Source: an optimization exercise on an open RTL-to-GDS flow (aim: small area and a short achievable clock period). Production flows keep margins and buffers that such runs may drop.
Where RTL was checked, it was by simulation tests only, not by an equivalence proof against the original.
Function not checked in runs 1, 2 and 7: the RTL went through the layout flow alone.

## flow/design.v (module list and top-level ports; edited modules follow where they fit)
// module LDL_crc32_d8: 40 lines
// module LDL_crc32_dn: 27 lines
// module LDL_crc32_dn_check: 1291 lines
// module crc_lanes: 25 lines
// module crc_nand2: 3 lines
// module crc_nor2: 3 lines
// module crc_x2: 3 lines
module LDL_crc32_dn_check #(parameter NUM = 16)(
  input  [8*NUM -1:0]        data,  
  input  [$clog2(NUM) -1:0]  bnum,  
  input         valid,
  input         eof  ,
  output reg    err  ,
  input         rst_n,
  input         clk
);
  // ...
==> flow/flow/run.sh <==
#!/bin/bash
set -euo pipefail
export BUFFER_PORTS_ARGS="-buffer_cell sky130_fd_sc_hd__buf_1"
bash standard.sh SETUP_SLACK_MARGIN=14 finish > make_finish.log 2>&1
==> flow/standard.sh <==
#!/bin/bash
# synth_recipe.tcl (not shown) runs the flow's synth.tcl, then flattens the netlist and writes it again
# the make line also repeats each setting of config.mk as NAME=value (left out here)
make -C /OpenROAD-flow-scripts/flow DESIGN_CONFIG=/design/flow/config.mk WORK_HOME=/design/flow/orfs CLKGATE_MAP_FILE= SYNTH_SCRIPT=/design/flow/synth_recipe.tcl "${@:-finish}"
==> flow/config.mk <==
export PLATFORM = sky130hd
export DESIGN_NAME = LDL_crc32_dn_check
export DESIGN_NICKNAME = LDL_crc32_dn_check
export VERILOG_FILES = /design/flow/design.v
export SDC_FILE = /design/flow/constraint.sdc
export NUM_CORES = 4
export LEC_CHECK = 0
export ABC_CLOCK_PERIOD_IN_PS = 1500
export CAP_MARGIN = 20
export CORE_MARGIN = 2
export CORE_UTILIZATION = 50
export SLEW_MARGIN = 20
export SYNTH_HIERARCHICAL = 1
export SYNTH_MINIMUM_KEEP_SIZE = 0
==> flow/constraint.sdc <==
create_clock -name core_clock -period 24.0 [get_ports {clk}]
set_input_delay 4.8000 -clock core_clock [delete_from_list [all_inputs] [get_ports {clk}]]
set_output_delay 4.8000 -clock core_clock [all_outputs]
set_load 0.01 [all_outputs]
==> out/qor.yml, run 1 <==
run_status:
  outcome: "complete, no violations"
setup_path:
  r2r-end: "err$_SDFF_PN0_"
  worst_ep_required_time_ps: 24170
  startpoint_type: "input port"
  cp_max_fo: 8
  r2r-start: "s[4]$_SDFFE_PN1P_"
  timing.critical_path.to: "err$_SDFF_PN0_"
  slowest_delay_ps: 640
  crit_slowest_cell: "xor2_1"
yosys:
  synth_compound_area_share_pct: 3.66
  avgSynthCellArea_um2: 8.29
  post_synth_num_cell_types: 36
  yosys_warnings: 8
  synth_fa_ha_area_share_pct: 0.499
  syn_nets: 1349
  yosys-mux-area-fraction_pct: 0
  synthSimpleGateAreaFrac_pct: 7.98
place:
  place_area_mm2: 0.0109
  numPortBuffers: 136
finish:
  multi_input_area_share_pct: 83.3
  regMostFlops: "s"
  final_util_pct: 57.4
  final_cells: 1626
  seq_cell_count: 33
route:
  routed-wl-met2_um: 21500
  avgRoutedWirePerCell_um: 32.0
hold_path:
  hold_path_end: "s[2]$_SDFFE_PN1P_"
floorplanning:
  tapCellCount: 265
  ios: 137
  die_height_um: 146
clock_tree:
  clock_sinks: 33
  cts_buffer_depth: 2
  cts_tree: "yes"
  path_clk_slew_ps: 60
global_routing:
  grt_overflow: 0
sta:
  setup_ws_ps: 13990
==> inputs of run 2 (changes only) <==
==> flow/flow/run.sh (replaced) <==
#!/bin/bash
set -euo pipefail
export BUFFER_PORTS_ARGS="-buffer_cell sky130_fd_sc_hd__buf_1"
bash standard.sh SETUP_SLACK_MARGIN=16 finish > make_finish.log 2>&1
==> run 2 against run 1 <==
- the flow now stops in global routing (5_1_grt)
- synthesized cell count unchanged
- synthesized area unchanged
==> out/qor.yml, run 2 <==
run_status:
  outcome: "did not finish"  # was complete, no violations
  lastStage: "global routing (5_1_grt)"
  error_message: "[ERROR GRT-0232] Routing congestion too high. Check the congestion heatmap in the GUI."
yosys:
  synth_seq_area_share_pct: 6.59  # unchanged
  syn_inst: 1209  # unchanged
  synth_area_leader_cell: "xor2_1"  # unchanged
  async_flop_share_pct: 0  # unchanged
  yosys_warnings: 8  # unchanged
  post_synth_num_cell_types: 36  # unchanged
  ys.flop_type: "dfxtp_1"  # unchanged
  ys_top_cells_by_count: "xor2_1 (906), nand2_1 (87), nor2_1 (77)"  # unchanged
  yosysTopAreaCellShare_pct: 79.2  # unchanged
  synth_edf_count: 0  # unchanged
  avgSynthCellArea_um2: 8.29  # unchanged
  syn_nets: 1349  # unchanged
  synth_area_leaders: "xor2_1 (79%), dfxtp_1 (6.6%), nand2_1 (3.3%), nor2_1 (2.9%), o2bb2ai_1 (1.3%)"  # unchanged
  yosysMostFrequentCell: "xor2_1"  # unchanged
  synth_area_mm2: 0.0100  # unchanged
  synth_seq_cells: 33  # unchanged
floorplanning:
  ios: 137  # unchanged
  row_count: 51  # unchanged
  die_height_um: 146  # unchanged
  die_w_um: 146  # unchanged
  start_util_pct: 51.2  # unchanged
sta:
  worst-ep-kind: "register input"
  postGrtWorstEndpoint: "err$_SDFF_PN0_/D"
global_routing:
  track_usage_pct: 70.9
  grt_start_max_net_pins: 36
  grt_overflow: 180
place:
  dp_hpwl_um: 46100  # was 45700 um
  placed_cells: 1608  # was 1618
  numPortBuffers: 136  # unchanged
  gp_congestion: 1.21  # was 1.19
clock_tree:
  htree_levels: 2  # unchanged
  clock_sinks: 33  # unchanged
  cts_buffer_depth: 2  # unchanged
  cts_root_buf: "clkbuf_16"  # unchanged
  numCtsBuffers: 5  # unchanged
[run 2: cell counts after synthesis]
No cell type changed its count.
[run 2: metal layers]
metal  global-route usage, %  GRT overflow
met1                    72.3             2
met2                    91.8            98
met3                    47.9             0
met4                    74.8            80
met5                    2.27             0
[run 2: Yosys stat by module (local to each module, per instance)]
| module | cells | area, um2 | times used |
|---|---|---|---|
| crc_nand2 | 1 | 3.75 | 49 |
| crc_lanes | 53 | 347 | 1 |
| LDL_crc32_dn_check | 154 | 1500 | 1 |
| crc_x2 | 1 | 8.76 | 882 |
| crc_nor2 | 1 | 3.75 | 71 |
[run 2: worst max path at each step]
stage | depth (start not counted) | end | slack, ps
floorplan | 15 | err$_SDFF_PN0_ | 15860
global placement | 16 | err$_SDFF_PN0_ | 13940
detailed placement | 16 | err$_SDFF_PN0_ | 13870
CTS | 19 | err$_SDFF_PN0_ | 15500
[run 2: per-stage QoR]
step | util, % | setup slack [ps] | area, um2 | hold WS [ps]
2_1_floorplan | - | 15860 | 10800 | 453
3_3_place_gp | 59.4 | 13940 | 11600 | 466
3_5_place_dp | 59.4 | 13870 | 11600 | 478
4_1_cts | 82.8 | 15500 | 16200 | 493
[run 2: logic make-up after synthesis]
kind of cell | synth area share [%]
and+or+nand+nor | 7.98
xor gates and xnor gates | 79.9
AOI/OAI and AO/OA | 3.66
adders and majority gates | 0.499
DFF | 6.59
buffers and inverters | 1.39
[run 2: what timing repair did]
action                     4_1_cts
setup endpoints to repair       33
hold buffers                     0
setup buffers                  172
gates resized for setup        395
gates cloned                     1
pin swaps                      132
==> module crc_lanes, before the edit <==
module crc_lanes (input eof, input [3:0] bnum, output [15:1] en, output [15:1] dis);
reg  [15:1] keep;
always @(*) begin
    case (bnum)
    4'd1: keep = 15'h0000;
    4'd2: keep = 15'h0001;
    4'd3: keep = 15'h0003;
    4'd4: keep = 15'h0007;
    4'd5: keep = 15'h000f;
    4'd6: keep = 15'h001f;
    4'd7: keep = 15'h003f;
    4'd8: keep = 15'h007f;
    4'd9: keep = 15'h00ff;
    4'd10: keep = 15'h01ff;
    4'd11: keep = 15'h03ff;
    4'd12: keep = 15'h07ff;
    4'd13: keep = 15'h0fff;
    4'd14: keep = 15'h1fff;
    4'd15: keep = 15'h3fff;
    default: keep = 15'h7fff;
    endcase
end
assign en  = keep | {15{!eof}};
assign dis = ~en;
endmodule
==> inputs of run 3 (changes only) <==
--- a/flow/design.v
+++ b/flow/design.v
@@ -1358,27 +1358,79 @@
 endmodule
 module crc_lanes (input eof, input [3:0] bnum, output [15:1] en, output [15:1] dis);
-reg  [15:1] keep;
-always @(*) begin
-    case (bnum)
-    4'd1: keep = 15'h0000;
-    4'd2: keep = 15'h0001;
-    4'd3: keep = 15'h0003;
-    4'd4: keep = 15'h0007;
-    4'd5: keep = 15'h000f;
-    4'd6: keep = 15'h001f;
-    4'd7: keep = 15'h003f;
-    4'd8: keep = 15'h007f;
-    4'd9: keep = 15'h00ff;
-    4'd10: keep = 15'h01ff;
-    4'd11: keep = 15'h03ff;
-    4'd12: keep = 15'h07ff;
-    4'd13: keep = 15'h0fff;
-    4'd14: keep = 15'h1fff;
-    4'd15: keep = 15'h3fff;
-    default: keep = 15'h7fff;
-    endcase
-end
-assign en  = keep | {15{!eof}};
-assign dis = ~en;
+crc_lane1 u1 (.eof(eof), .bnum(bnum), .en(en[1]), .dis(dis[1]));
+crc_lane2 u2 (.eof(eof), .bnum(bnum), .en(en[2]), .dis(dis[2]));
+crc_lane3 u3 (.eof(eof), .bnum(bnum), .en(en[3]), .dis(dis[3]));
+crc_lane4 u4 (.eof(eof), .bnum(bnum), .en(en[4]), .dis(dis[4]));
+crc_lane5 u5 (.eof(eof), .bnum(bnum), .en(en[5]), .dis(dis[5]));
+crc_lane6 u6 (.eof(eof), .bnum(bnum), .en(en[6]), .dis(dis[6]));
+crc_lane7 u7 (.eof(eof), .bnum(bnum), .en(en[7]), .dis(dis[7]));
+crc_lane8 u8 (.eof(eof), .bnum(bnum), .en(en[8]), .dis(dis[8]));
+crc_lane9 u9 (.eof(eof), .bnum(bnum), .en(en[9]), .dis(dis[9]));
+crc_lane10 u10 (.eof(eof), .bnum(bnum), .en(en[10]), .dis(dis[10]));
+crc_lane11 u11 (.eof(eof), .bnum(bnum), .en(en[11]), .dis(dis[11]));
+crc_lane12 u12 (.eof(eof), .bnum(bnum), .en(en[12]), .dis(dis[12]));
+crc_lane13 u13 (.eof(eof), .bnum(bnum), .en(en[13]), .dis(dis[13]));
+crc_lane14 u14 (.eof(eof), .bnum(bnum), .en(en[14]), .dis(dis[14]));
+crc_lane15 u15 (.eof(eof), .bnum(bnum), .en(en[15]), .dis(dis[15]));
+endmodule
+module crc_lane1 (input eof, input [3:0] bnum, output en, output dis);
+assign dis = eof && (bnum != 4'd0) && (bnum <= 4'd1);
+assign en  = !dis;
+endmodule
+module crc_lane2 (input eof, input [3:0] bnum, output en, output dis);
+assign dis = eof && (bnum != 4'd0) && (bnum <= 4'd2);
+assign en  = !dis;
+endmodule
+module crc_lane3 (input eof, input [3:0] bnum, output en, output dis);
+assign dis = eof && (bnum != 4'd0) && (bnum <= 4'd3);
+assign en  = !dis;
+endmodule
+module crc_lane4 (input eof, input [3:0] bnum, output en, output dis);
+assign dis = eof && (bnum != 4'd0) && (bnum <= 4'd4);
+assign en  = !dis;
+endmodule
+module crc_lane5 (input eof, input [3:0] bnum, output en, output dis);
+assign dis = eof && (bnum != 4'd0) && (bnum <= 4'd5);
+assign en  = !dis;
+endmodule
+module crc_lane6 (input eof, input [3:0] bnum, output en, output dis);
+assign dis = eof && (bnum != 4'd0) && (bnum <= 4'd6);
+assign en  = !dis;
+endmodule
+module crc_lane7 (input eof, input [3:0] bnum, output en, output dis);
+assign dis = eof && (bnum != 4'd0) && (bnum <= 4'd7);
+assign en  = !dis;
+endmodule
+module crc_lane8 (input eof, input [3:0] bnum, output en, output dis);
+assign dis = eof && (bnum != 4'd0) && (bnum <= 4'd8);
+assign en  = !dis;
+endmodule
+module crc_lane9 (input eof, input [3:0] bnum, output en, output dis);
+assign dis = eof && (bnum != 4'd0) && (bnum <= 4'd9);
+assign en  = !dis;
+endmodule
+module crc_lane10 (input eof, input [3:0] bnum, output en, output dis);
+assign dis = eof && (bnum != 4'd0) && (bnum <= 4'd10);
+assign en  = !dis;
+endmodule
+module crc_lane11 (input eof, input [3:0] bnum, output en, output dis);
+assign dis = eof && (bnum != 4'd0) && (bnum <= 4'd11);
+assign en  = !dis;
+endmodule
+module crc_lane12 (input eof, input [3:0] bnum, output en, output dis);
+assign dis = eof && (bnum != 4'd0) && (bnum <= 4'd12);
+assign en  = !dis;
+endmodule
+module crc_lane13 (input eof, input [3:0] bnum, output en, output dis);
+assign dis = eof && (bnum != 4'd0) && (bnum <= 4'd13);
+assign en  = !dis;
+endmodule
+module crc_lane14 (input eof, input [3:0] bnum, output en, output dis);
+assign dis = eof && (bnum != 4'd0) && (bnum <= 4'd14);
+assign en  = !dis;
+endmodule
+module crc_lane15 (input eof, input [3:0] bnum, output en, output dis);
+assign dis = eof && (bnum != 4'd0) && (bnum <= 4'd15);
+assign en  = !dis;
 endmodule
 module crc_nand2 (input a, input b, output y);
==> flow/flow/run.sh (replaced) <==
#!/bin/bash
set -euo pipefail
export BUFFER_PORTS_ARGS="-buffer_cell sky130_fd_sc_hd__buf_1"
bash standard.sh SETUP_SLACK_MARGIN=14 finish > make_finish.log 2>&1
==> run 3 against run 2 <==
- now clean on timing, DRC and antenna
- synthesized cell count increased by 0.33%
- synthesized area rose by 0.70%
==> out/qor.yml, run 3 <==
yosys:
  avgSynthCellArea_um2: 8.32  # was 8.29 um2
  synth_compound_area_share_pct: 3.42  # was 3.66%
  synth_area_leaders: "xor2_1 (79%), dfxtp_1 (6.5%), nand2_1 (3.1%), nor2_1 (2.7%), o2bb2ai_1 (1.3%)"  # was xor2_1 (79%), dfxtp_1 (6.6%), nand2_1 (3.3%), nor2_1 (2.9%), o2bb2ai_1 (1.3%)
  post_synth_num_cell_types: 40  # was 36
  syn_inst: 1213  # was 1209
  synth_area_mm2: 0.0101  # was 0.0100 mm2
  yosysMostFrequentCell: "xor2_1"  # unchanged
  synth_area_leader_cell: "xor2_1"  # unchanged
  yosysTopAreaCellShare_pct: 78.7  # was 79.2%
  ys_top_cells_by_count: "xor2_1 (907), nand2_1 (84), nor2_1 (72)"  # was xor2_1 (906), nand2_1 (87), nor2_1 (77)
  synth_top_family_by_area: "XOR/XNOR gates"  # unchanged
  syn_nets: 1349  # unchanged
  ys.flop_type: "dfxtp_1"  # unchanged
  yosys-mux-area-fraction_pct: 0.248  # was 0%
  synthSimpleGateAreaFrac_pct: 9.51  # was 7.98%
  synth_seq_area_share_pct: 6.55  # was 6.59%
  yosys_warnings: 7  # was 8
  synthXorXnorAreaFrac_pct: 79.4  # was 79.9%
  synth_fa_ha_area_share_pct: 0  # was 0.499%
  async_flop_share_pct: 0  # unchanged
  synth_edf_count: 0  # unchanged
  synth_seq_cells: 33  # unchanged
job:
  maxCapViolCount: 0
finish:
  diodes: 0
  largest_registers: "s (32), err (1)"
  n_fill_cell: 1962
  num-nets-final: 1510
  synthToLayoutAreaGrowth_pct: 12.3
  final_cells: 1640
  drive_above_1_share_pct: 4.07
  regMostFlops: "s"
  largest_reg_flops: 32
  layout_commonest_cell: "xor2_1"
  layout_common_cells: "xor2_1 (898), buf_1 (135), nand2_1 (84)"
place:
  dp_slack_ps: 13660  # was 13870 ps
  placed_cells: 1632  # was 1608
  gp_congestion: 1.16  # was 1.21
  dp_hpwl_um: 46100  # about the same
  numPortBuffers: 136  # unchanged
route:
  drt-total-wl_um: 52700
  viasPerCell: 5.87
  avgRoutedWirePerCell_um: 32.1
  route.detailed.drc: 0
  drt_pass1_iterations: 5
  postRouteAntennaNets: 0
  num_vias: 9625
  drt_iter0_drc: 1261
global_routing:
  track_usage_pct: 47.4
  grt_pass1_wl_um: 70500
  grt_overflow: 0
  use_met3_pct: 12.8
  grt_pass1_vias: 9289
  grt_start_max_net_pins: 36
  grt.met2_usage_pct: 68.8
  antenna_found_initial: 0
  grtUsageMet1_pct: 59.1
  gr-max-usage-layer: "met2"
clock_tree:
  cts_tree: "yes"
  htree_levels: 2  # unchanged
  cts_buffer_depth: 2  # unchanged
  numCtsBuffers: 5  # unchanged
  postCtsSetupBuffers: 0  # was 172
  path_clk_slew_ps: 50
  cts_root_buf: "clkbuf_16"  # unchanged
  clkLatencyLatePin_ps: 280
  clock_sinks: 33  # unchanged
setup_path:
  crit_slowest_cell: "xor2_1"
  worstSetupPathType: "in2reg"
  crit_chain: "buf_1 > buf_4 > xor2_1 > and3_1 > nor2_1 > xor2_1 > xor2_1 > xor2_1 > xor2_1 > xor2_1 > xor2_1 > xor2_1 > xor2_1 > nor4bb_1 > nand4_1 > o2111a_1"
  cp.arrival_ps: 10170
  startpoint_type: "input port"
  slowest_delay_ps: 670
  end_kind: "flop"
  worst_ep_required_time_ps: 24170
  cp_max_fo: 27
  cp_common_cell: "xor2_1"
sta:
  fin_setup_tns_ps: 0
  max_slew_margin_pct: 31.1
  rsz0062_at_grt: "no"
  slew_violations: 0
  hold_viol: 0
  clock_skew_ps: 3.96
  fin_crit_sh_pct: 41.7
  worst_pin_slew_ps: 1030
  setup_ws_ps: 13990
  fmax_mhz: 99.9
  min_period_ps: 10010
  hold_ws_ps: 500
  finalSetupViolCount: 0
floorplanning:
  row_count: 51  # unchanged
  core_area_mm2: 0.0197
  start_util_pct: 51.3  # was 51.2%
  die_height_um: 146  # about the same
  die_w_um: 146  # about the same
  die_area_mm2: 0.0213
  ios: 137  # unchanged
hold_path:
  hold_path.class: "reg2reg"
run_status:
  outcome: "complete, no violations"  # was did not finish
[run 3: per-stage QoR]
step	util, %	area, um2
floorplan	-	10100
global placement	56.4	11100
detailed placement	56.4	11100
CTS	57.2	11200
global route	57.7	11300
finish	57.7	11300
[run 3: final cells by class]
cell class | count | area [um2] | area share, %
Clock buffer | 5 | 125 | 1.10
Multi-Input combinational cell | 1166 | 9450 | 83.4
Inverter | 2 | 7.51 | 0.0663
Clock inverter | 3 | 17.5 | 0.155
Timing Repair Buffer | 166 | 737 | 6.50
Tap cell | 265 | 332 | 2.93
Sequential cell | 33 | 661 | 5.83
[run 3: worst paths after layout]
kind              slack (ps)            endpoint               start  cells past startpoint
hold / removal           500  s[25]$_SDFFE_PN1P_  s[25]$_SDFFE_PN1P_                      2
hold reg to reg          500  s[25]$_SDFFE_PN1P_  s[25]$_SDFFE_PN1P_                      2
setup reg to reg       19300      err$_SDFF_PN0_   s[4]$_SDFFE_PN1P_                     12
setup / recovery       13990      err$_SDFF_PN0_             bnum[1]                     16
[run 3: worst max-delay path: cells and delay by family]
kind	cells	cell delay [ps]
AND/OR/NAND/NOR	4	1200
AO/OA/AOI/OAI	1	260
buffers and inverters	2	330
XOR/XNOR	9	3540
[run 3: routing by layer]
layer | vias to the layer above | part of all wire [%]
met5 | - | 0
li1 | 4120 | -
met4 | 0 | 9.9
met1 | 4505 | 38
met2 | 766 | 40
met3 | 234 | 12
[run 3: what timing repair did]
item | CTS | global route
hold buffers | 0 | 0
endpoints found under the setup margin | 1 | 1
gates resized for setup | 2 | 10
cloned | 0 | 0
[run 3: kinds of logic (layout without fill, tap and decap cells)]
family / Yosys count / after routing
AO/OA/AOI/OAI: 45 / 45
XOR/XNOR: 915 / 915
buffers and inverters: 14 / 176
flip-flops: 33 / 33
multiplexers: 2 / 2
AND/OR/NAND/NOR: 204 / 204
[run 3: Yosys stat by module, one instance, submodules excluded, a selection]
module	flip-flops and latches	cells inside
crc_lane14	0	4
crc_lane1	0	3
LDL_crc32_dn_check	33	154
crc_lane3	0	3
crc_lane13	0	4
crc_lane8	0	5
crc_lane15	0	2
crc_nand2	0	1
crc_lane4	0	4
crc_lane7	0	3
crc_nor2	0	1
crc_lane9	0	4
crc_lane6	0	4
crc_lane5	0	4
==> inputs of run 4 (changes only) <==
--- a/flow/config.mk
+++ b/flow/config.mk
@@ -9,5 +9,6 @@
 export CAP_MARGIN = 20
 export CORE_MARGIN = 2
-export CORE_UTILIZATION = 50
+export CORE_UTILIZATION = 60
+export PLACE_DENSITY = 0.7
 export SLEW_MARGIN = 20
 export SYNTH_HIERARCHICAL = 1
==> run 4 against run 3 <==
- utilization grew 11 points
- via count is essentially flat
- hold slack lost 10 ps
- largest cell class unchanged
- global-route usage grew 6.4 points
- flip-flop and latch count is the same
- sequential share of layout area is essentially flat
- fmax grew 0.18%
- final area shrank 0.31%
- cell count shrank 3.7%
- register-to-register slack gained 250 ps
==> out/qor.yml, run 4 <==
run_status:
  outcome: "complete, no violations"  # unchanged
sta:
  slew_violations: 0  # unchanged
  min_period_ps: 9990  # was 10010 ps
  rsz0062_at_grt: "no"  # unchanged
  worst_pin_slew_ps: 1050  # was 1030 ps
  max_slew_margin_pct: 28.8  # was 31.1%
  fin_setup_tns_ps: 0  # unchanged
  fin_crit_sh_pct: 41.6  # was 41.7%
  clock_skew_ps: 2.79  # was 3.96 ps
  hold_viol: 0  # unchanged
  finalSetupViolCount: 0  # unchanged
  fmax_mhz: 100  # was 99.9 MHz
setup_path:
  critPathTopFamily: "XOR/XNOR gates"  # unchanged
  cp_max_fo: 27  # unchanged
  cp.arrival_ps: 10170  # about the same
  cp_common_cell: "xor2_1"  # unchanged
  slowest_delay_ps: 720  # was 670 ps
  crit_chain: "clkdlybuf4s15_2 > or4_4 > and3_1 > nor2_1 > xor2_1 > xor2_1 > xor2_1 > xor2_1 > xor2_1 > xor2_1 > nor4bb_1 > nand4_1 > o2111a_1"  # was buf_1 > buf_4 > xor2_1 > and3_1 > nor2_1 > xor2_1 > xor2_1 > xor2_1 > xor2_1 > xor2_1 > xor2_1 > xor2_1 > xor2_1 > nor4bb_1 > nand4_1 > o2111a_1
  worst-path-stages: 13  # was 16
  worst_ep_required_time_ps: 24180  # was 24170 ps
  r2r_cells: 12  # unchanged
  end_kind: "flop"  # unchanged
  crit_slowest_cell: "nor2_1"  # was xor2_1
  startpoint_type: "input port"  # unchanged
  worstSetupPathType: "in2reg"  # unchanged
  path_buf_inv: 1  # was 2
place:
  placed_cells: 1572  # was 1632
  dp_hpwl_um: 41900  # was 46100 um
  gp_congestion: 1.23  # was 1.16
  place_area_mm2: 0.0109  # was 0.0111 mm2
  numPortBuffers: 136  # unchanged
yosys:
  syn_inst: 1213  # unchanged
  ys.flop_type: "dfxtp_1"  # unchanged
  yosysTopAreaCellShare_pct: 78.7  # unchanged
  synth_area_leaders: "xor2_1 (79%), dfxtp_1 (6.5%), nand2_1 (3.1%), nor2_1 (2.7%), o2bb2ai_1 (1.3%)"  # unchanged
  synth_area_mm2: 0.0101  # unchanged
  yosys_warnings: 7  # unchanged
  avgSynthCellArea_um2: 8.32  # unchanged
  syn_nets: 1349  # unchanged
  post_synth_num_cell_types: 40  # unchanged
  ys_top_cells_by_count: "xor2_1 (907), nand2_1 (84), nor2_1 (72)"  # unchanged
  synth_edf_count: 0  # unchanged
  yosysMostFrequentCell: "xor2_1"  # unchanged
  synth_seq_cells: 33  # unchanged
  synth_area_leader_cell: "xor2_1"  # unchanged
  async_flop_share_pct: 0  # unchanged
  synth_seq_area_share_pct: 6.55  # unchanged
route:
  wl_met1_um: 17100  # was 20300 um
  postRouteAntennaNets: 0  # unchanged
  met3WireLength_um: 6850  # was 6200 um
  route.detailed.drc: 0  # unchanged
  num_vias: 9620  # was 9625
  viasPerCell: 6.09  # was 5.87
  avgRoutedWirePerCell_um: 30.7  # was 32.1 um
  drt-total-wl_um: 48600  # was 52700 um
  topRoutingLayerUsed: "met5"  # was met4
  drt_pass1_iterations: 11  # was 5
  drt_iter0_drc: 1360  # was 1261
  routed-wl-met2_um: 19400  # was 21000 um
job:
  maxCapViolCount: 0  # unchanged
clock_tree:
  postCtsSetupBuffers: 0  # unchanged
  clkLatencyLatePin_ps: 290  # was 280 ps
  path_clk_slew_ps: 50  # about the same
  cts_buffer_depth: 2  # unchanged
  cts_root_buf: "clkbuf_16"  # unchanged
  numCtsBuffers: 5  # unchanged
  clock_sinks: 33  # unchanged
  cts_hold_buf: 0  # unchanged
  cts_tree: "yes"  # unchanged
  htree_levels: 2  # unchanged
finish:
  diodes: 0  # unchanged
  layout_commonest_cell: "xor2_1"  # unchanged
  num-nets-final: 1495  # was 1510
  synthToLayoutAreaGrowth_pct: 11.9  # was 12.3%
  final_area_mm2: 0.0113  # about the same
  final_cells: 1580  # was 1640
  drive_above_1_share_pct: 4.12  # was 4.07%
  largest_reg_flops: 32  # unchanged
  regMostFlops: "s"  # unchanged
  largest_registers: "s (32), err (1)"  # unchanged
  layout_common_cells: "xor2_1 (890), buf_1 (132), nand2_1 (84)"  # was xor2_1 (898), buf_1 (135), nand2_1 (84)
floorplanning:
  ios: 137  # unchanged
  die_area_mm2: 0.0179  # was 0.0213 mm2
  core_area_mm2: 0.0165  # was 0.0197 mm2
  die_w_um: 134  # was 146 um
  start_util_pct: 61.1  # was 51.3%
  row_count: 47  # was 51
  die_height_um: 134  # was 146 um
global_routing:
  grt_start_max_net_pins: 36  # unchanged
  grt_pass1_wl_um: 66400  # was 70500 um
  grt_overflow: 0  # unchanged
  antenna_found_initial: 0  # unchanged
  grt_pass1_vias: 9360  # was 9289
  track_usage_pct: 53.8  # was 47.4%
hold_path:
  hold_depth: 2  # unchanged
  hold_path.class: "reg2reg"  # unchanged
run 4: cell types whose count changed in the layout (fill, tap and decap cells not counted), moves of 2 or more:
| cell | delta |
|---|---|
| clkdlybuf4s15_2 | +2 |
| clkinv_2 | -2 |
| buf_1 | -3 |
| xor2_1 | -8 |
| xor2_2 | +9 |
| bufinv_16 | +2 |
| buf_4 | -15 |
run 4: final timing paths:
check                         start                 to  slack, ps
hold / removal    s[2]$_SDFFE_PN1P_  s[2]$_SDFFE_PN1P_        490
setup / recovery            bnum[2]     err$_SDFF_PN0_      14010
setup reg to reg  s[4]$_SDFFE_PN1P_     err$_SDFF_PN0_      19550
hold reg to reg   s[2]$_SDFFE_PN1P_  s[2]$_SDFFE_PN1P_        490
run 4: what timing repair did:
item	4_1_cts	5_1_grt
endpoints found under the hold margin	0	0
gates resized for setup	15	16
setup endpoints to repair	8	1
cloned	0	0
run 4: metrics by stage:
stage	utilization [%]	hold slack [ps]	worst slack (ps)
3_3_place_gp	66.1	464	13020
4_1_cts	67.8	490	14010
5_1_grt	68.4	530	13960
2_1_floorplan	-	453	15390
6_report	68.4	490	14010
3_5_place_dp	66.1	476	12880
run 4: cell families (layout without fill, tap and decap cells):
| group | Yosys count | after routing | share of synthesized area (%) |
|---|---|---|---|
| xor gates and xnor gates | 915 | 915 | 79.4 |
| DFF | 33 | 33 | 6.55 |
| buffers and inverters | 14 | 161 | 0.855 |
| AOI/OAI and AO/OA | 45 | 45 | 3.42 |
| muxes | 2 | 2 | 0.248 |
| and+or+nand+nor | 204 | 204 | 9.51 |
run 4: tightest hold or removal path, cell delays in order (launching register included):
cell and delay [ps]:
dfxtp_1 340, o2bb2ai_1 70, nand2_1 50
run 4: cell type report:
class | instances | area (um2)
multi-input combinational | 1166 | 9520
fill | 1427 | 5230
sequential | 33 | 661
timing repair buffer | 151 | 641
tap | 220 | 275
clock buffer | 5 | 125
clock inverter | 3 | 68.8
inverter | 2 | 7.51
run 4: metal layers:
| layer | up-vias | track usage (%) |
|---|---|---|
| li1 | 4086 | - |
| met4 | 2 | 47.2 |
| met1 | 4369 | 63.4 |
| met2 | 901 | 77.5 |
| met3 | 262 | 17.6 |
| met5 | - | 3.89 |
run 4: modules after synthesis (local to each module, per instance), a selection:
| module | cells inside | flip-flops and latches |
|---|---|---|
| crc_lane13 | 4 | 0 |
| crc_lane9 | 4 | 0 |
| crc_lane11 | 4 | 0 |
| crc_nand2 | 1 | 0 |
| crc_lane6 | 4 | 0 |
| crc_lane4 | 4 | 0 |
| crc_lane5 | 4 | 0 |
| crc_lane14 | 4 | 0 |
| crc_lane12 | 4 | 0 |
| crc_lane3 | 3 | 0 |
| crc_nor2 | 1 | 0 |
| crc_x2 | 1 | 0 |
| crc_lane15 | 2 | 0 |
| LDL_crc32_dn_check | 154 | 33 |
==> inputs of run 5 (changes only) <==
==> flow/flow/run.sh (replaced) <==
#!/bin/bash
set -euo pipefail
export BUFFER_PORTS_ARGS="-buffer_cell sky130_fd_sc_hd__buf_1"
bash standard.sh SETUP_SLACK_MARGIN=15 finish > make_finish.log 2>&1
--- a/flow/config.mk
+++ b/flow/config.mk
@@ -9,6 +9,5 @@
 export CAP_MARGIN = 20
 export CORE_MARGIN = 2
-export CORE_UTILIZATION = 60
-export PLACE_DENSITY = 0.7
+export CORE_UTILIZATION = 50
 export SLEW_MARGIN = 20
 export SYNTH_HIERARCHICAL = 1
==> run 5 against run 4 <==
- non-clock buffer count up 62
- wire length up 13%
- fmax up 8.7%
- global-route usage down 4.5 points
- register-to-register slack better by 220 ps
- still clean
- hold slack better by 14 ps
- via count up 5.4%
- highest routed layer is now met4
==> out/qor.yml, run 5 <==
yosys:
  yosys-mux-area-fraction_pct: 0.248  # unchanged
  synth_compound_area_share_pct: 3.42  # unchanged
  syn_nets: 1349  # unchanged
  avgSynthCellArea_um2: 8.32  # unchanged
  yosysMostFrequentCell: "xor2_1"  # unchanged
  synthSimpleGateAreaFrac_pct: 9.51  # unchanged
  ys.flop_type: "dfxtp_1"  # unchanged
  synth_fa_ha_area_share_pct: 0  # unchanged
  synth_seq_cells: 33  # unchanged
  yosys_warnings: 7  # unchanged
  synth_area_mm2: 0.0101  # unchanged
  yosysTopAreaCellShare_pct: 78.7  # unchanged
  synth_seq_area_share_pct: 6.55  # unchanged
  synth_area_leader_cell: "xor2_1"  # unchanged
  post_synth_num_cell_types: 40  # unchanged
  synth_top_family_by_area: "XOR/XNOR gates"  # unchanged
  synth_area_leaders: "xor2_1 (79%), dfxtp_1 (6.5%), nand2_1 (3.1%), nor2_1 (2.7%), o2bb2ai_1 (1.3%)"  # unchanged
  async_flop_share_pct: 0  # unchanged
  ys_top_cells_by_count: "xor2_1 (907), nand2_1 (84), nor2_1 (72)"  # unchanged
  synth_edf_count: 0  # unchanged
  syn_inst: 1213  # unchanged
  synthXorXnorAreaFrac_pct: 79.4  # unchanged
sta:
  min_period_ps: 9190  # was 9990 ps
  slew_violations: 0  # unchanged
  rsz0062_at_grt: "no"  # unchanged
  worst_pin_slew_ps: 1320  # was 1050 ps
  clock_skew_ps: 4.02  # was 2.79 ps
  setup_ws_ps: 14810  # was 14010 ps
  hold_viol: 0  # unchanged
  max_slew_margin_pct: 11.7  # was 28.8%
  fmax_mhz: 109  # was 100 MHz
  fin_setup_tns_ps: 0  # unchanged
  fin_crit_sh_pct: 38.3  # was 41.6%
  hold_ws_ps: 504  # was 490 ps
  finalSetupViolCount: 0  # unchanged
global_routing:
  antenna_found_initial: 0  # unchanged
  grt_overflow: 0  # unchanged
  track_usage_pct: 49.3  # was 53.8%
  grt_pass1_wl_um: 73100  # was 66400 um
  grt_pass1_vias: 9753  # was 9360
  grt_start_max_net_pins: 36  # unchanged
place:
  dp_slack_ps: 13660  # was 12880 ps
  placed_cells: 1632  # was 1572
  gp_congestion: 1.16  # was 1.23
  numPortBuffers: 136  # unchanged
  dp_hpwl_um: 46100  # was 41900 um
  place_area_mm2: 0.0111  # was 0.0109 mm2
route:
  avgRoutedWirePerCell_um: 32.5  # was 30.7 um
  drt_pass1_iterations: 6  # was 11
  postRouteAntennaNets: 0  # unchanged
  route.detailed.drc: 0  # unchanged
  drt_iter0_drc: 1319  # was 1360
  num_vias: 10100  # was 9620
  viasPerCell: 6.01  # was 6.09
  drt-total-wl_um: 54800  # was 48600 um
floorplanning:
  die_w_um: 146  # was 134 um
  die_height_um: 146  # was 134 um
  core_area_mm2: 0.0197  # was 0.0165 mm2
  ios: 137  # unchanged
  start_util_pct: 51.3  # was 61.1%
  die_area_mm2: 0.0213  # was 0.0179 mm2
  row_count: 51  # was 47
finish:
  num-nets-final: 1557  # was 1495
  largest_reg_flops: 32  # unchanged
  final_area_mm2: 0.0141  # was 0.0113 mm2
  seq_area_um2: 661  # unchanged
  layout_commonest_cell: "xor2_1"  # unchanged
  final_cells: 1687  # was 1580
  drive_above_1_share_pct: 23.8  # was 4.12%
  layout_common_cells: "xor2_1 (721), buf_1 (135), xor2_2 (120)"  # was xor2_1 (890), buf_1 (132), nand2_1 (84)
  synthToLayoutAreaGrowth_pct: 39.4  # was 11.9%
  final_util_pct: 71.5  # was 68.4%
  largest_registers: "s (32), err (1)"  # unchanged
  multi_input_area_mm2: 0.0118  # was 0.00952 mm2
  diodes: 0  # unchanged
  regMostFlops: "s"  # unchanged
  n_fill_cell: 1584  # was 1427
setup_path:
  crit_path_start: "bnum[1]"  # was bnum[2]
  r2r_slack_ps: 19770  # was 19550 ps
  startpoint_type: "input port"  # unchanged
  r2r-start: "s[0]$_SDFFE_PN1P_"  # was s[4]$_SDFFE_PN1P_
  r2r-end: "err$_SDFF_PN0_"  # unchanged
  end_kind: "flop"  # unchanged
  timing.critical_path.to: "err$_SDFF_PN0_"  # unchanged
  crit_slowest_cell: "xor2_1"  # was nor2_1
  cp_max_fo: 27  # unchanged
  worst_ep_required_time_ps: 24170  # was 24180 ps
  cp.arrival_ps: 9360  # was 10170 ps
  slowest_delay_ps: 520  # was 720 ps
  crit_chain: "buf_1 > buf_4 > nor3_4 > mux2_4 > nor2_4 > xor2_1 > xor2_1 > xor2_1 > xor2_1 > xor2_1 > xor2_1 > xor2_1 > nor4bb_1 > nand4_1 > o2111a_1"  # was clkdlybuf4s15_2 > or4_4 > and3_1 > nor2_1 > xor2_1 > xor2_1 > xor2_1 > xor2_1 > xor2_1 > xor2_1 > nor4bb_1 > nand4_1 > o2111a_1
  worstSetupPathType: "in2reg"  # unchanged
  cp_common_cell: "xor2_1"  # unchanged
  r2r_cells: 11  # was 12
clock_tree:
  clkLatencyLatePin_ps: 280  # was 290 ps
  path_clk_slew_ps: 50  # about the same
  numCtsBuffers: 5  # unchanged
  cts_hold_buf: 0  # unchanged
  cts_buffer_depth: 2  # unchanged
  htree_levels: 2  # unchanged
  clock_sinks: 33  # unchanged
  cts_root_buf: "clkbuf_16"  # unchanged
  cts_tree: "yes"  # unchanged
hold_path:
  hold_path.class: "reg2reg"  # unchanged
job:
  maxCapViolCount: 0  # unchanged
run_status:
  outcome: "complete, no violations"  # unchanged
[run 5: area by class of cell]
type / instances / share of cell area [%]
sequential: 33 / 4.70
timing repair buffer: 213 / 8.18
clock buffer: 5 / 0.890
clock inverter: 3 / 0.125
tap: 265 / 2.36
multi-input combinational: 1166 / 83.7
inverter: 2 / 0.0534
[run 5: cells by family (layout without fill, tap and decap cells)]
kind of cell,Yosys count,after routing
XOR/XNOR,915,915
flip-flops,33,33
AND/OR/NAND/NOR,204,204
multiplexers,2,2
buffers and inverters,14,223
AO/OA/AOI/OAI,45,45
[run 5: per-layer routing]
layer	wire length (um)	vias to the layer above	track usage [%]
met5	0	-	0
li1	-	4082	-
met2	22000	961	70.4
met4	6200	0	39.7
met3	7450	308	16.3
met1	19200	4789	60.5
[run 5: modules after synthesis (local to each module, per instance), a selection]
module,flip-flops and latches,cell area [um2]
crc_lane4,0,30.0
LDL_crc32_dn_check,33,1500
crc_lane8,0,53.8
crc_lane6,0,30.0
crc_lane3,0,23.8
crc_lane5,0,28.8
crc_lane12,0,30.0
crc_lane14,0,25.0
crc_lane7,0,22.5
crc_lane1,0,17.5
crc_lane10,0,37.5
crc_x2,0,8.76
[run 5: how the worst min path moves through the flow]
stage | start | endpoint | slack [ps] | depth (start not counted)
2_1_floorplan | s[10]$_SDFFE_PN1P_ | s[10]$_SDFFE_PN1P_ | 450 | 2
3_3_place_gp | s[25]$_SDFFE_PN1P_ | s[25]$_SDFFE_PN1P_ | 470 | 2
3_5_place_dp | s[8]$_SDFFE_PN1P_ | s[8]$_SDFFE_PN1P_ | 480 | 2
4_1_cts | s[25]$_SDFFE_PN1P_ | s[25]$_SDFFE_PN1P_ | 500 | 2
5_1_grt | s[25]$_SDFFE_PN1P_ | s[25]$_SDFFE_PN1P_ | 530 | 2
6_report | s[25]$_SDFFE_PN1P_ | s[25]$_SDFFE_PN1P_ | 500 | 2
[run 5: what timing repair did]
item | 4_1_cts | 5_1_grt
gates resized for setup | 198 | 141
setup buffers | 13 | 34
endpoints found under the setup margin | 30 | 1
pin swaps | 9 | 40
[run 5: worst max-delay path, delay by kind of cell]
family | cells | cell delay [ps]
buffers and inverters | 2 | 290
AND/OR/NAND/NOR | 4 | 1120
XOR/XNOR | 7 | 2390
AO/OA/AOI/OAI | 1 | 260
multiplexers | 1 | 470
==> inputs of run 6 (changes only) <==
==> flow/flow/run.sh (replaced) <==
#!/bin/bash
set -euo pipefail
export BUFFER_PORTS_ARGS="-buffer_cell sky130_fd_sc_hd__buf_1"
bash standard.sh SETUP_SLACK_MARGIN=14 finish > make_finish.log 2>&1
--- a/flow/config.mk
+++ b/flow/config.mk
@@ -10,4 +10,5 @@
 export CORE_MARGIN = 2
 export CORE_UTILIZATION = 50
+export PLACE_DENSITY = 0.75
 export SLEW_MARGIN = 20
 export SYNTH_HIERARCHICAL = 1
==> run 6 against run 5 <==
- sequential share of layout area grew 1.2 points
- synthesized area is the same
- flip-flop and latch count is the same
- synthesized cell count is the same
- non-clock buffer count shrank 52
- clock skew is essentially flat
- wire length shrank 7.5%
- register-to-register slack lost 630 ps
- critical endpoint unchanged
- largest cell class unchanged
- highest routed layer unchanged
==> out/qor.yml, run 6 <==
setup_path:
  cp_common_cell: "xor2_1"  # unchanged
  r2r_slack_ps: 19140  # was 19770 ps
  critPathTopFamily: "XOR/XNOR gates"  # unchanged
  startpoint_type: "input port"  # unchanged
  path_buf_inv: 2  # unchanged
  worst_ep_required_time_ps: 24170  # about the same
  r2r-end: "err$_SDFF_PN0_"  # unchanged
  r2r_cells: 12  # was 11
  worstSetupPathType: "in2reg"  # unchanged
  crit_slowest_cell: "xor2_1"  # unchanged
  crit_chain: "buf_1 > buf_4 > or3_1 > and4b_1 > nor2_1 > xor2_1 > xor2_1 > xor2_2 > xor2_1 > xor2_1 > xor2_1 > xor2_1 > xor2_1 > nor4bb_1 > nand4_1 > o2111a_1"  # was buf_1 > buf_4 > nor3_4 > mux2_4 > nor2_4 > xor2_1 > xor2_1 > xor2_1 > xor2_1 > xor2_1 > xor2_1 > xor2_1 > nor4bb_1 > nand4_1 > o2111a_1
  cp_max_fo: 27  # unchanged
  slowest_delay_ps: 490  # was 520 ps
  r2r-start: "s[4]$_SDFFE_PN1P_"  # was s[0]$_SDFFE_PN1P_
  end_kind: "flop"  # unchanged
  cp.arrival_ps: 10040  # was 9360 ps
finish:
  final_area_mm2: 0.0112  # was 0.0141 mm2
  drive_above_1_share_pct: 3.36  # was 23.8%
  largest_registers: "s (32), err (1)"  # unchanged
  final_cells: 1635  # was 1687
  largest_reg_flops: 32  # unchanged
  synthToLayoutAreaGrowth_pct: 11.2  # was 39.4%
  diodes: 0  # unchanged
  regMostFlops: "s"  # unchanged
  n_fill_cell: 1961  # was 1584
  layout_commonest_cell: "xor2_1"  # unchanged
  num-nets-final: 1505  # was 1557
  layout_common_cells: "xor2_1 (903), buf_1 (136), nand2_1 (84)"  # was xor2_1 (721), buf_1 (135), xor2_2 (120)
yosys:
  syn_inst: 1213  # unchanged
  synth_seq_cells: 33  # unchanged
  async_flop_share_pct: 0  # unchanged
  yosys_warnings: 7  # unchanged
  synth_area_leader_cell: "xor2_1"  # unchanged
  yosysMostFrequentCell: "xor2_1"  # unchanged
  yosysTopAreaCellShare_pct: 78.7  # unchanged
  ys_top_cells_by_count: "xor2_1 (907), nand2_1 (84), nor2_1 (72)"  # unchanged
  synth_area_mm2: 0.0101  # unchanged
  synth_edf_count: 0  # unchanged
  synth_seq_area_share_pct: 6.55  # unchanged
  syn_nets: 1349  # unchanged
  post_synth_num_cell_types: 40  # unchanged
  synth_area_leaders: "xor2_1 (79%), dfxtp_1 (6.5%), nand2_1 (3.1%), nor2_1 (2.7%), o2bb2ai_1 (1.3%)"  # unchanged
  ys.flop_type: "dfxtp_1"  # unchanged
  avgSynthCellArea_um2: 8.32  # unchanged
route:
  routed-wl-met2_um: 20600  # was 22000 um
  avgRoutedWirePerCell_um: 31.0  # was 32.5 um
  route.detailed.drc: 0  # unchanged
  drt-total-wl_um: 50700  # was 54800 um
  met3WireLength_um: 5210  # was 7450 um
  postRouteAntennaNets: 0  # unchanged
  drt_iter0_drc: 1289  # was 1319
  viasPerCell: 5.78  # was 6.01
  wl_met1_um: 20000  # was 19200 um
  topRoutingLayerUsed: "met4"  # unchanged
  num_vias: 9451  # was 10100
  drt_pass1_iterations: 6  # unchanged
floorplanning:
  core_area_mm2: 0.0197  # unchanged
  die_w_um: 146  # unchanged
  ios: 137  # unchanged
  die_height_um: 146  # unchanged
  row_count: 51  # unchanged
  start_util_pct: 51.3  # unchanged
  die_area_mm2: 0.0213  # unchanged
sta:
  max_slew_margin_pct: 20.1  # was 11.7%
  clock_skew_ps: 4.19  # was 4.02 ps
  rsz0062_at_grt: "no"  # unchanged
  hold_ws_ps: 486  # was 504 ps
  worst_pin_slew_ps: 1190  # was 1320 ps
  fin_crit_sh_pct: 41.1  # was 38.3%
  fin_setup_tns_ps: 0  # unchanged
  fmax_mhz: 101  # was 109 MHz
  hold_viol: 0  # unchanged
  finalSetupViolCount: 0  # unchanged
  min_period_ps: 9870  # was 9190 ps
  slew_violations: 0  # unchanged
clock_tree:
  htree_levels: 2  # unchanged
  clkLatencyLatePin_ps: 280  # about the same
  cts_root_buf: "clkbuf_16"  # unchanged
  clock_sinks: 33  # unchanged
  cts_buffer_depth: 2  # unchanged
  numCtsBuffers: 5  # unchanged
  path_clk_slew_ps: 60  # was 50 ps
  cts_tree: "yes"  # unchanged
  postCtsSetupBuffers: 0  # was 13
hold_path:
  hold_path.class: "reg2reg"  # unchanged
  hold_start: "s[0]$_SDFFE_PN1P_"  # was s[25]$_SDFFE_PN1P_
  hold_path_end: "s[0]$_SDFFE_PN1P_"  # was s[25]$_SDFFE_PN1P_
  hold_depth: 2  # unchanged
global_routing:
  grt_pass1_wl_um: 68900  # was 73100 um
  grt_overflow: 0  # unchanged
  grt_pass1_vias: 9281  # was 9753
  grt_start_max_net_pins: 36  # unchanged
  track_usage_pct: 46.5  # was 49.3%
  antenna_found_initial: 0  # unchanged
place:
  dp_hpwl_um: 44700  # was 46100 um
  place_area_mm2: 0.0110  # was 0.0111 mm2
  gp_congestion: 1.20  # was 1.16
  numPortBuffers: 136  # unchanged
  placed_cells: 1627  # was 1632
job:
  maxCapViolCount: 0  # unchanged
run_status:
  outcome: "complete, no violations"  # unchanged
## run 6: cell counts after synthesis
Identical to the previous run, type by type.
## run 6: modules after synthesis (local to each module, per instance), a selection
| module | cells | cell area, um2 | flip-flops and latches | copies in the design |
|---|---|---|---|---|
| crc_lane2 | 4 | 23.8 | 0 | 1 |
| crc_nor2 | 1 | 3.75 | 0 | 71 |
| crc_lane12 | 4 | 30.0 | 0 | 1 |
| crc_lane3 | 3 | 23.8 | 0 | 1 |
| crc_lane11 | 4 | 22.5 | 0 | 1 |
| crc_lane1 | 3 | 17.5 | 0 | 1 |
| crc_nand2 | 1 | 3.75 | 0 | 49 |
## run 6: how the worst max path moves through the flow
stage	start	to	slack [ps]	cells past startpoint
3_5_place_dp	bnum[1]	err$_SDFF_PN0_	13770	16
6_report	bnum[2]	err$_SDFF_PN0_	14130	16
5_1_grt	bnum[2]	err$_SDFF_PN0_	14010	16
3_3_place_gp	bnum[1]	err$_SDFF_PN0_	13710	16
4_1_cts	bnum[1]	err$_SDFF_PN0_	14050	16
2_1_floorplan	bnum[1]	err$_SDFF_PN0_	15390	13
## run 6: layout make-up
cell class	instances	area [um2]	share of cell area, %
Clock inverter	3	17.5	0.156
Multi-Input combinational cell	1166	9380	83.6
Sequential cell	33	661	5.89
Tap cell	265	332	2.95
Timing Repair Buffer	161	698	6.22
Clock buffer	5	125	1.11
Inverter	2	7.51	0.0669
## run 6: stage by stage
stage                     worst slack, ps  utilization (%)
after floorplan                     15390                -
after global placement              13710             56.2
after detailed placement            13770             56.2
after CTS                           14050             56.9
after global routing                14010             57.1
final                               14130             57.1
## run 6: tightest hold or removal path, delay by kind of cell, from the launching register on
kind | cells | cell delay [ps]
and+or+nand+nor | 1 | 50
AOI/OAI and AO/OA | 1 | 60
DFF | 1 | 340
## run 6: routing by layer
metal	vias to the layer above	track usage, %
met5	-	0
met4	0	36.6
met3	206	7.63
met2	745	68.0
met1	4381	60.5
li1	4119	-
## run 6: cell families (layout without fill, tap and decap cells)
group                  after synthesis  after routing  share of synthesized area (%)
XOR/XNOR                           915            915                           79.4
AND/OR/NAND/NOR                    204            204                           9.51
AO/OA/AOI/OAI                       45             45                           3.42
flip-flops                          33             33                           6.55
buffers and inverters               14            171                          0.855
multiplexers                         2              2                          0.248
## run 6: timing repair
item | 4_1_cts | 5_1_grt
setup endpoints to repair | 0 | 1
resized for setup | 0 | 5
endpoints found under the hold margin | 0 | 0
hold buffers | 0 | 0
==> inputs of run 7 (changes only) <==
--- a/flow/design.v
+++ b/flow/design.v
@@ -1358,79 +1358,84 @@
 endmodule
 module crc_lanes (input eof, input [3:0] bnum, output [15:1] en, output [15:1] dis);
-crc_lane1 u1 (.eof(eof), .bnum(bnum), .en(en[1]), .dis(dis[1]));
-crc_lane2 u2 (.eof(eof), .bnum(bnum), .en(en[2]), .dis(dis[2]));
-crc_lane3 u3 (.eof(eof), .bnum(bnum), .en(en[3]), .dis(dis[3]));
-crc_lane4 u4 (.eof(eof), .bnum(bnum), .en(en[4]), .dis(dis[4]));
-crc_lane5 u5 (.eof(eof), .bnum(bnum), .en(en[5]), .dis(dis[5]));
-crc_lane6 u6 (.eof(eof), .bnum(bnum), .en(en[6]), .dis(dis[6]));
-crc_lane7 u7 (.eof(eof), .bnum(bnum), .en(en[7]), .dis(dis[7]));
-crc_lane8 u8 (.eof(eof), .bnum(bnum), .en(en[8]), .dis(dis[8]));
-crc_lane9 u9 (.eof(eof), .bnum(bnum), .en(en[9]), .dis(dis[9]));
-crc_lane10 u10 (.eof(eof), .bnum(bnum), .en(en[10]), .dis(dis[10]));
-crc_lane11 u11 (.eof(eof), .bnum(bnum), .en(en[11]), .dis(dis[11]));
-crc_lane12 u12 (.eof(eof), .bnum(bnum), .en(en[12]), .dis(dis[12]));
-crc_lane13 u13 (.eof(eof), .bnum(bnum), .en(en[13]), .dis(dis[13]));
-crc_lane14 u14 (.eof(eof), .bnum(bnum), .en(en[14]), .dis(dis[14]));
-crc_lane15 u15 (.eof(eof), .bnum(bnum), .en(en[15]), .dis(dis[15]));
-endmodule
-module crc_lane1 (input eof, input [3:0] bnum, output en, output dis);
-assign dis = eof && (bnum != 4'd0) && (bnum <= 4'd1);
-assign en  = !dis;
-endmodule
-module crc_lane2 (input eof, input [3:0] bnum, output en, output dis);
-assign dis = eof && (bnum != 4'd0) && (bnum <= 4'd2);
-assign en  = !dis;
-endmodule
-module crc_lane3 (input eof, input [3:0] bnum, output en, output dis);
-assign dis = eof && (bnum != 4'd0) && (bnum <= 4'd3);
-assign en  = !dis;
-endmodule
-module crc_lane4 (input eof, input [3:0] bnum, output en, output dis);
-assign dis = eof && (bnum != 4'd0) && (bnum <= 4'd4);
-assign en  = !dis;
-endmodule
-module crc_lane5 (input eof, input [3:0] bnum, output en, output dis);
-assign dis = eof && (bnum != 4'd0) && (bnum <= 4'd5);
-assign en  = !dis;
-endmodule
-module crc_lane6 (input eof, input [3:0] bnum, output en, output dis);
-assign dis = eof && (bnum != 4'd0) && (bnum <= 4'd6);
-assign en  = !dis;
-endmodule
-module crc_lane7 (input eof, input [3:0] bnum, output en, output dis);
-assign dis = eof && (bnum != 4'd0) && (bnum <= 4'd7);
-assign en  = !dis;
-endmodule
-module crc_lane8 (input eof, input [3:0] bnum, output en, output dis);
-assign dis = eof && (bnum != 4'd0) && (bnum <= 4'd8);
-assign en  = !dis;
-endmodule
-module crc_lane9 (input eof, input [3:0] bnum, output en, output dis);
-assign dis = eof && (bnum != 4'd0) && (bnum <= 4'd9);
-assign en  = !dis;
-endmodule
-module crc_lane10 (input eof, input [3:0] bnum, output en, output dis);
-assign dis = eof && (bnum != 4'd0) && (bnum <= 4'd10);
-assign en  = !dis;
-endmodule
-module crc_lane11 (input eof, input [3:0] bnum, output en, output dis);
-assign dis = eof && (bnum != 4'd0) && (bnum <= 4'd11);
-assign en  = !dis;
-endmodule
-module crc_lane12 (input eof, input [3:0] bnum, output en, output dis);
-assign dis = eof && (bnum != 4'd0) && (bnum <= 4'd12);
-assign en  = !dis;
-endmodule
-module crc_lane13 (input eof, input [3:0] bnum, output en, output dis);
-assign dis = eof && (bnum != 4'd0) && (bnum <= 4'd13);
-assign en  = !dis;
-endmodule
-module crc_lane14 (input eof, input [3:0] bnum, output en, output dis);
-assign dis = eof && (bnum != 4'd0) && (bnum <= 4'd14);
-assign en  = !dis;
-endmodule
-module crc_lane15 (input eof, input [3:0] bnum, output en, output dis);
-assign dis = eof && (bnum != 4'd0) && (bnum <= 4'd15);
-assign en  = !dis;
+wire [3:0] b = bnum;
+wire q, p, nb3, w10, w21, w210, x10;
+crc_fn_q  u_q  (.b(b), .e(eof), .y(q));           
+crc_fn_p  u_p  (.b(b), .e(eof), .y(p));           
+crc_fn_or2 u_w10 (.a(b[1]), .b(b[0]), .y(w10));
+crc_fn_or2 u_w21 (.a(b[2]), .b(b[1]), .y(w21));
+crc_fn_or3 u_w210 (.a(b[2]), .b(b[1]), .c(b[0]), .y(w210));
+crc_fn_a21o u_x10 (.a1(b[1]), .a2(b[0]), .b1(b[2]), .y(x10));
+crc_fn_nor3  u_d1  (.a(p), .b(b[2]), .c(b[1]), .y(dis[1]));
+crc_fn_a211oi u_d2 (.a1(b[1]), .a2(b[0]), .b1(b[2]), .c1(p), .y(dis[2]));
+crc_fn_nor2  u_d3  (.a(p), .b(b[2]), .y(dis[3]));
+crc_fn_a21oi u_d4  (.a1(b[2]), .a2(w10), .b1(p), .y(dis[4]));
+crc_fn_a21oi u_d5  (.a1(b[2]), .a2(b[1]), .b1(p), .y(dis[5]));
+crc_fn_a31oi u_d6  (.a1(b[2]), .a2(b[1]), .a3(b[0]), .b1(p), .y(dis[6]));
+crc_fn_d7    u_d7  (.b(b), .e(eof), .y(dis[7]));   
+crc_fn_a21oi u_d8  (.a1(b[3]), .a2(w210), .b1(q), .y(dis[8]));
+crc_fn_a21oi u_d9  (.a1(b[3]), .a2(w21), .b1(q), .y(dis[9]));
+crc_fn_a21oi u_d10 (.a1(b[3]), .a2(x10), .b1(q), .y(dis[10]));
+crc_fn_a21oi u_d11 (.a1(b[3]), .a2(b[2]), .b1(q), .y(dis[11]));
+crc_fn_a31oi u_d12 (.a1(b[3]), .a2(b[2]), .a3(w10), .b1(q), .y(dis[12]));
+crc_fn_a31oi u_d13 (.a1(b[3]), .a2(b[2]), .a3(b[1]), .b1(q), .y(dis[13]));
+crc_fn_a41oi u_d14 (.a1(b[3]), .a2(b[2]), .a3(b[1]), .a4(b[0]), .b1(q), .y(dis[14]));
+crc_fn_d15   u_d15 (.b(b), .e(eof), .y(dis[15]));  
+crc_fn_inv u_e1 (.a(dis[1]), .y(en[1]));
+crc_fn_inv u_e2 (.a(dis[2]), .y(en[2]));
+crc_fn_inv u_e3 (.a(dis[3]), .y(en[3]));
+crc_fn_inv u_e4 (.a(dis[4]), .y(en[4]));
+crc_fn_inv u_e5 (.a(dis[5]), .y(en[5]));
+crc_fn_inv u_e6 (.a(dis[6]), .y(en[6]));
+crc_fn_inv u_e7 (.a(dis[7]), .y(en[7]));
+crc_fn_inv u_e8 (.a(dis[8]), .y(en[8]));
+crc_fn_inv u_e9 (.a(dis[9]), .y(en[9]));
+crc_fn_inv u_e10 (.a(dis[10]), .y(en[10]));
+crc_fn_inv u_e11 (.a(dis[11]), .y(en[11]));
+crc_fn_inv u_e12 (.a(dis[12]), .y(en[12]));
+crc_fn_inv u_e13 (.a(dis[13]), .y(en[13]));
+crc_fn_inv u_e14 (.a(dis[14]), .y(en[14]));
+crc_fn_inv u_e15 (.a(dis[15]), .y(en[15]));
+endmodule
+module crc_fn_q (input [3:0] b, input e, output y);
+assign y = ~(e & (b[3] | b[2] | b[1] | b[0]));
+endmodule
+module crc_fn_p (input [3:0] b, input e, output y);
+assign y = ~(e & ~b[3] & (b[2] | b[1] | b[0]));
+endmodule
+module crc_fn_d7 (input [3:0] b, input e, output y);
+assign y = e & ~b[3] & (b[2] | b[1] | b[0]);
+endmodule
+module crc_fn_d15 (input [3:0] b, input e, output y);
+assign y = e & (b[3] | b[2] | b[1] | b[0]);
+endmodule
+module crc_fn_or2 (input a, input b, output y);
+assign y = a | b;
+endmodule
+module crc_fn_or3 (input a, input b, input c, output y);
+assign y = a | b | c;
+endmodule
+module crc_fn_nor2 (input a, input b, output y);
+assign y = ~(a | b);
+endmodule
+module crc_fn_nor3 (input a, input b, input c, output y);
+assign y = ~(a | b | c);
+endmodule
+module crc_fn_a21o (input a1, input a2, input b1, output y);
+assign y = (a1 & a2) | b1;
+endmodule
+module crc_fn_a21oi (input a1, input a2, input b1, output y);
+assign y = ~((a1 & a2) | b1);
+endmodule
+module crc_fn_a31oi (input a1, input a2, input a3, input b1, output y);
+assign y = ~((a1 & a2 & a3) | b1);
+endmodule
+module crc_fn_a41oi (input a1, input a2, input a3, input a4, input b1, output y);
+assign y = ~((a1 & a2 & a3 & a4) | b1);
+endmodule
+module crc_fn_a211oi (input a1, input a2, input b1, input c1, output y);
+assign y = ~((a1 & a2) | b1 | c1);
+endmodule
+module crc_fn_inv (input a, output y);
+assign y = ~a;
 endmodule
 module crc_nand2 (input a, input b, output y);
==> run 7 against run 6 <==
- critical path depth fell by 1
- flip-flop and latch count did not move
- hold slack improved by 6.9 ps
- still clean on timing, DRC and antenna
==> out/qor.yml, run 7 <==
setup_path:
  r2r_cells: 12  # unchanged
  timing.critical_path.to: "err$_SDFF_PN0_"  # unchanged
  r2r-start: "s[4]$_SDFFE_PN1P_"  # unchanged
  slowest_delay_ps: 640  # was 490 ps
  worst-path-stages: 15  # was 16
  startpoint_type: "input port"  # unchanged
  cp_common_cell: "xor2_1"  # unchanged
  cp.arrival_ps: 10210  # was 10040 ps
  worst_ep_required_time_ps: 24180  # was 24170 ps
  end_kind: "flop"  # unchanged
  r2r-end: "err$_SDFF_PN0_"  # unchanged
  crit_path_start: "eof"  # was bnum[2]
  path_buf_inv: 1  # was 2
  crit_chain: "clkdlybuf4s15_2 > o311ai_4 > a21oi_2 > nor2_1 > xor2_1 > xor2_1 > xor2_1 > xor2_1 > xor2_1 > xor2_1 > xor2_1 > xor2_1 > and4b_1 > nand4_1 > o2111a_1"  # was buf_1 > buf_4 > or3_1 > and4b_1 > nor2_1 > xor2_1 > xor2_1 > xor2_2 > xor2_1 > xor2_1 > xor2_1 > xor2_1 > xor2_1 > nor4bb_1 > nand4_1 > o2111a_1
route:
  viasPerCell: 5.53  # was 5.78
  route.detailed.drc: 0  # unchanged
  postRouteAntennaNets: 0  # unchanged
finish:
  diodes: 0  # unchanged
  multi_input_area_mm2: 0.00935  # was 0.00938 mm2
  synthToLayoutAreaGrowth_pct: 13.7  # was 11.2%
  largest_reg_flops: 32  # unchanged
  largest_registers: "s (32), err (1)"  # unchanged
  layout_commonest_cell: "xor2_1"  # unchanged
  seq_area_um2: 661  # unchanged
  num-nets-final: 1488  # was 1505
  final_cells: 1618  # was 1635
  layout_common_cells: "xor2_1 (887), buf_1 (132), nand2_1 (81)"  # was xor2_1 (903), buf_1 (136), nand2_1 (84)
  regMostFlops: "s"  # unchanged
yosys:
  synth_area_leaders: "xor2_1 (80%), dfxtp_1 (6.6%), nand2_1 (3.1%), nor2_1 (2.7%), o2bb2ai_1 (1.3%)"  # was xor2_1 (79%), dfxtp_1 (6.5%), nand2_1 (3.1%), nor2_1 (2.7%), o2bb2ai_1 (1.3%)
  synth_edf_count: 0  # unchanged
  async_flop_share_pct: 0  # unchanged
  avgSynthCellArea_um2: 8.33  # was 8.32 um2
  synth_seq_cells: 33  # unchanged
  syn_nets: 1330  # was 1349
  ys.flop_type: "dfxtp_1"  # unchanged
  syn_inst: 1194  # was 1213
  synth_area_mm2: 0.00994  # was 0.0101 mm2
  yosysMostFrequentCell: "xor2_1"  # unchanged
place:
  numPortBuffers: 136  # unchanged
  dp_slack_ps: 13080  # was 13770 ps
  dp_hpwl_um: 44300  # was 44700 um
sta:
  worst_pin_slew_ps: 1140  # was 1190 ps
  finalSetupViolCount: 0  # unchanged
  rsz0062_at_grt: "no"  # unchanged
  setup_ws_ps: 13960  # was 14130 ps
  fin_crit_sh_pct: 41.8  # was 41.1%
  hold_ws_ps: 493  # was 486 ps
  max_slew_margin_pct: 23.7  # was 20.1%
  min_period_ps: 10040  # was 9870 ps
  slew_violations: 0  # unchanged
clock_tree:
  cts_tree: "yes"  # unchanged
  cts_buffer_depth: 2  # unchanged
  htree_levels: 2  # unchanged
  path_clk_slew_ps: 60  # about the same
  clkLatencyLatePin_ps: 280  # about the same
  cts_hold_buf: 0  # unchanged
run_status:
  outcome: "complete, no violations"  # unchanged
floorplanning:
  ios: 137  # unchanged
  core_area_mm2: 0.0195  # was 0.0197 mm2
  row_count: 51  # unchanged
  die_height_um: 145  # was 146 um
global_routing:
  gr-max-usage-layer: "met2"  # unchanged
  track_usage_pct: 46.3  # was 46.5%
  grtUsageMet1_pct: 57.2  # was 60.5%
  grt_pass1_vias: 8810  # was 9281
  grt.met2_usage_pct: 68.9  # was 68.0%
  grt_pass1_wl_um: 67500  # was 68900 um
job:
  maxCapViolCount: 0  # unchanged
run 7: worst min-delay path: stages (launching register included):
cell and delay, ps:
dfxtp_1 340, o2bb2ai_1 60, nand2_1 50
run 7: worst min-delay path by stage:
stage                                   from                  to  slack [ps]  cells after the start
final                      s[2]$_SDFFE_PN1P_   s[2]$_SDFFE_PN1P_         490                      2
after CTS                  s[8]$_SDFFE_PN1P_   s[8]$_SDFFE_PN1P_         490                      2
after detailed placement   s[2]$_SDFFE_PN1P_   s[2]$_SDFFE_PN1P_         480                      2
after global routing      s[11]$_SDFFE_PN1P_  s[11]$_SDFFE_PN1P_         510                      2
after floorplan           s[10]$_SDFFE_PN1P_  s[10]$_SDFFE_PN1P_         450                      2
after global placement    s[10]$_SDFFE_PN1P_  s[10]$_SDFFE_PN1P_         460                      2
run 7: cell families (layout without fill, tap and decap cells):
group                     Yosys count  after routing  synth area share, %
AOI/OAI and AO/OA                  48             48                 4.03
xor gates and xnor gates          914            914                 80.5
buffers and inverters              28            187                 1.40
DFF                                33             33                 6.65
and+or+nand+nor                   171            171                 7.40
run 7: metal layers:
metal  vias to the layer above  part of all wire [%]
met2                       662                    41
li1                       3992                     -
met1                      4069                    38
met4                         0                   9.7
met3                       217                    11
met5                         -                     0
run 7: per-stage QoR:
step	instance area, um2
after floorplan	9940
after global placement	10900
after detailed placement	10900
after CTS	11200
after global routing	11300
final	11300
run 7: repair_timing:
| item | 4_1_cts | 5_1_grt |
|---|---|---|
| endpoints found under the setup margin | 5 | 1 |
| buffers inserted | 0 | 3 |
| pin swaps | 0 | 1 |
| gates resized for setup | 21 | 12 |
run 7: cell type report:
type                    instances  share of cell area [%]
inverters                      16                   0.531
clock buffers                   5                    1.11
repair buffers                163                    6.46
well taps                     265                    2.93
multi-input cells            1133                    82.7
flip-flops and latches         33                    5.84
clock inverters                 3                   0.410
run 7: modules after synthesis, one instance, submodules excluded, excerpt:
module	area [um2]	copies in the design
crc_fn_a21o	7.51	1
crc_fn_a31oi	6.26	3
crc_fn_d15	11.3	1
crc_fn_d7	22.5	1
crc_fn_inv	3.75	15
crc_fn_p	20.0	1
crc_fn_q	16.3	1
crc_x2	8.76	882

## re-timing with driven ports
In the flow no input, the clock included, has a driving cell. The finished layouts below were timed again as built, in two steps.
Step 1, drivers: a clkbuf_16 drives clk and a buf_2 each remaining input, both assumed.
Step 2, shift: input delay + t, output delay - t, t = (earliest + latest rising clock arrival at the registers) / 2. This alone moves slack from input paths to output paths.
Slacks: no drivers / after step 1 / after step 2; pairs: no drivers / after step 1.
run | t (ns) | setup slack, ns | slew at the worst register clock pin (ns)
run 1 | 0.316 | 13.988 / 13.996 / 13.681 | 0.06 / 0.06
run 3 | 0.312 | 13.994 / 13.991 / 13.679 | 0.06 / 0.06
run 4 | 0.321 | 14.012 / 14.025 / 13.705 | 0.06 / 0.06
run 5 | 0.314 | 14.809 / 14.812 / 14.498 | 0.06 / 0.06
run 6 | 0.310 | 14.132 / 14.142 / 13.832 | 0.06 / 0.06
run 7 | 0.312 | 13.965 / 13.976 / 13.664 | 0.06 / 0.06
After both steps setup and hold are still met in every run listed. The setup slack of run 3, which loses most, moves by -0.003 ns with the drivers and by -0.315 ns with both steps.
